This design comes from an exercise in tuning for small area on the open sky130 flow, not from production work. The RTL was checked by simulation tests, not by an equivalence proof against the original design. No driver is modelled on the clock port, so clocking that relies on it looks cheaper here than on a real chip. No activity file was given, so power comes from the tool's default toggle rates.

Setup of build 73:
==> flow/design.v (excerpt) <==
module dataPath(input clk, input reset,
  output [31:0] imem_addr, input [31:0] imem_data,
  output wb1_en, output [2:0] wb1_rd, output [31:0] wb1_data,
  output wb2_en, output [2:0] wb2_rd, output [31:0] wb2_data,
  output dm_we, output [31:0] dm_addr, output [31:0] dm_wdata,
  output [3:0] flags);
  reg [31:0] pc;
  reg [6:0]  d_op1;     
  reg [4:0]  d_op2;     
  reg [8:0]  d_f1;      
  reg [10:0] d_f2;      
  reg [31:0] d_pc;      
  reg [1:0]  e_op;      
  reg        e_sub;
  reg        e_rw1, e_rw2, e_fw1, e_fw2, e_mr, e_mw;
  reg [10:0] e_f1;
  reg [10:0] e_f2;
  reg        m_rw1, m_rw2, m_fw1, m_fw2, m_mr, m_mw;
  reg [31:0] m_alu, m_addr, m_sd;
  reg [2:0]  m_rd1, m_rdl;
  reg        m_z, m_c, m_n;
  reg        w_rw1, w_rw2, w_fw1, w_fw2;
  reg [31:0] w_alu, w_ld;
  reg [2:0]  w_rd1, w_rdl;
  reg        w_z, w_c, w_n;
  reg        f_n, f_z, f_c;
  reg [31:0] rfn [0:7];
  reg [31:0] dm [0:15];
  wire [4:0] op1 = d_op1[6:2];
  wire i_add  = op1 == 5'b00100;
  wire i_sub  = op1 == 5'b00011;
  wire i_cs   = op1 == 5'b01000;
  wire i_nop1 = op1 == 5'b00000;
  wire i_lw   = d_op2 == 5'b10001;
  wire i_sw   = d_op2 == 5'b10000;
  wire i_jmp  = d_op2 == 5'b11100;
  wire i_br   = d_op2 == 5'b11010;
  wire i_nop2 = d_op2 == 5'b00000;
  wire invalid = ~(i_add | i_sub | i_cs | i_nop1) | ~(i_lw | i_sw | i_jmp | i_br | i_nop2);
  wire c_rw1 = i_add | i_sub | (i_cs & d_op1[1:0] == 2'b01);
  wire c_fw1 = i_add | i_sub | i_cs;
  wire [1:0] c_op = i_add ? 2'b01 : i_sub ? 2'b10 : i_cs ? {1'b1, d_op1[0]} : 2'b00;
  wire [10:0] f1 = {d_op1[1:0], d_f1};
  wire [2:0] e_rdl = e_f2[2:0];
  wire ld_use = e_mr & (
      (i_add & e_rdl == f1[10:8]) ||
      (i_sub & (e_rdl == f1[8:6] || e_rdl == f1[5:3])) ||
      (i_cs  & (e_rdl == f1[5:3] || e_rdl == f1[2:0])) ||
      (i_lw  & e_rdl == d_f2[5:3]) ||
      (i_sw  & (e_rdl == d_f2[5:3] || e_rdl == d_f2[2:0])) ||
      i_br);
  wire br_stall = ~e_mr & i_br & ((m_mr & ~m_n) | e_fw1);
  wire stall = ld_use | br_stall;
  wire kill = stall | invalid;
  wire ovf;
  ...
==> flow/config.mk <==
export PLATFORM = sky130hd
export DESIGN_NAME = dataPath
export DESIGN_NICKNAME = dataPath
export VERILOG_FILES = /design/flow/design.v
export SDC_FILE = /design/flow/constraint.sdc
export NUM_CORES = 4
export LEC_CHECK = 0
export CAP_MARGIN = 20
export CORE_MARGIN = 2
export CORE_UTILIZATION = 60
export CTS_BUF_LIST = sky130_fd_sc_hd__clkbuf_8
export CTS_CLUSTER_DIAMETER = 55
export CTS_CLUSTER_SIZE = 16
export PLACE_DENSITY = 0.75
export SETUP_SLACK_MARGIN = 0.3
export SLEW_MARGIN = 20
export PRE_CTS_TCL = /design/flow/flow/pre_cts.tcl
export BUFFER_PORTS_ARGS = -buffer_cell sky130_fd_sc_hd__buf_1
==> flow/constraint.sdc <==
create_clock -name core_clock -period 8.0 [get_ports {clk}]
set_input_delay 1.6000 -clock core_clock [delete_from_list [all_inputs] [get_ports {clk}]]
set_output_delay 1.6000 -clock core_clock [all_outputs]
set_load 0.01 [all_outputs]
standard.sh (not shown) runs the stock make flow with config.mk's settings and CLKGATE_MAP_FILE= SYNTH_SCRIPT=/design/flow/synth_recipe.tcl, a recipe that flattens the netlist after the stock synthesis.
==> flow/flow/run.sh <==
#!/bin/bash
# The standard layout (standard.sh), with three changes made through ORFS's
# own variables and hooks:
#  - synthesis runs the standard flow's synthesis script through flow/synth.tcl, which only
#    swaps the ABC script used for combinational mapping (flow/abc_map.script);
#  - flow/pre_cts.tcl keeps a single clock inverter for the falling-edge
#    registers instead of cloning one inverter per register before CTS;
#  - the port buffers start as buf_1 (the resizer may upsize them).
# Each tool's output goes to a log file in this folder (ORFS also keeps its
# per-step logs under orfs/logs).
set -euo pipefail
W=$(pwd)
cat >> "$W/config.mk" <<EOF
export PRE_CTS_TCL = $W/flow/pre_cts.tcl
export BUFFER_PORTS_ARGS = -buffer_cell sky130_fd_sc_hd__buf_1
EOF
ORIG=$(grep -o 'SYNTH_SCRIPT=[^ ]*' "$W/standard.sh" | head -1 | cut -d= -f2-)
sed -e "s#SYNTH_SCRIPT=[^ ]*#SYNTH_SCRIPT=$W/flow/synth.tcl#" "$W/standard.sh" > "$W/synth_step.sh"
FLOW_SYNTH_TCL="$ORIG" FLOW_ABC_SCRIPT="$W/flow/abc_map.script" \
  bash "$W/synth_step.sh" synth > "$W/synth_step.log" 2>&1
bash "$W/standard.sh" > "$W/standard_flow.log" 2>&1
Other scripts of this flow, unchanged in this note and not shown: flow/flow/abc_map.script, flow/flow/pre_cts.tcl, flow/flow/synth.tcl
Inputs modified between build 73 and build 32:
Settings: a change of PLACE_DENSITY from 0.75 to 0.6; a change of CTS_CLUSTER_DIAMETER from 55 to 50; a change of CORE_UTILIZATION from 60 to 40; a change of CTS_CLUSTER_SIZE from 16 to 12.
Every stage of the flow completed for build 32, and the final layout passed the timing, DRC and antenna checks.
Taking build 73 as the reference point, the proportion of final cell area spent on non-clock buffers of build 32 rises by 0.78 points.
On cell area, build 73 beats build 32.
The run showing the greater global-route usage is build 73.
Setup slack at placement in build 32 vs build 73: up 260 ps
Sort build 73 and build 32 by pin slew with the least headroom to its limit asc -> top: build 73
Compare build 73 and build 32 | worst-case setup margin in the final layout lower: build 32
Against build 73, total length of routed met3 wires in build 32 fell slightly.
Summary — filler-free cell count of the finished design, build 32 relative to build 73: higher, by 11%.
Delta (build 32 minus build 73): standard-cell row count went up by 23; routed wire length went up by 19 mm.
Relative to build 32, the following input files were edited for build 76:
Settings: changing CTS_CLUSTER_SIZE from 12 to 16; changing CORE_UTILIZATION from 40 to 55; changing CTS_CLUSTER_DIAMETER from 50 to 55; changing PLACE_DENSITY from 0.6 to 0.7.
Both conditions hold for build 76: the flow ran to the end and the final layout passed the timing, DRC and antenna checks. Between build 32 and build 76, the flow reports wire length per cell after detailed routing decreasing slightly. Total leakage power came out lower on build 76 than on build 32. Total length of routed wires: higher on build 32.
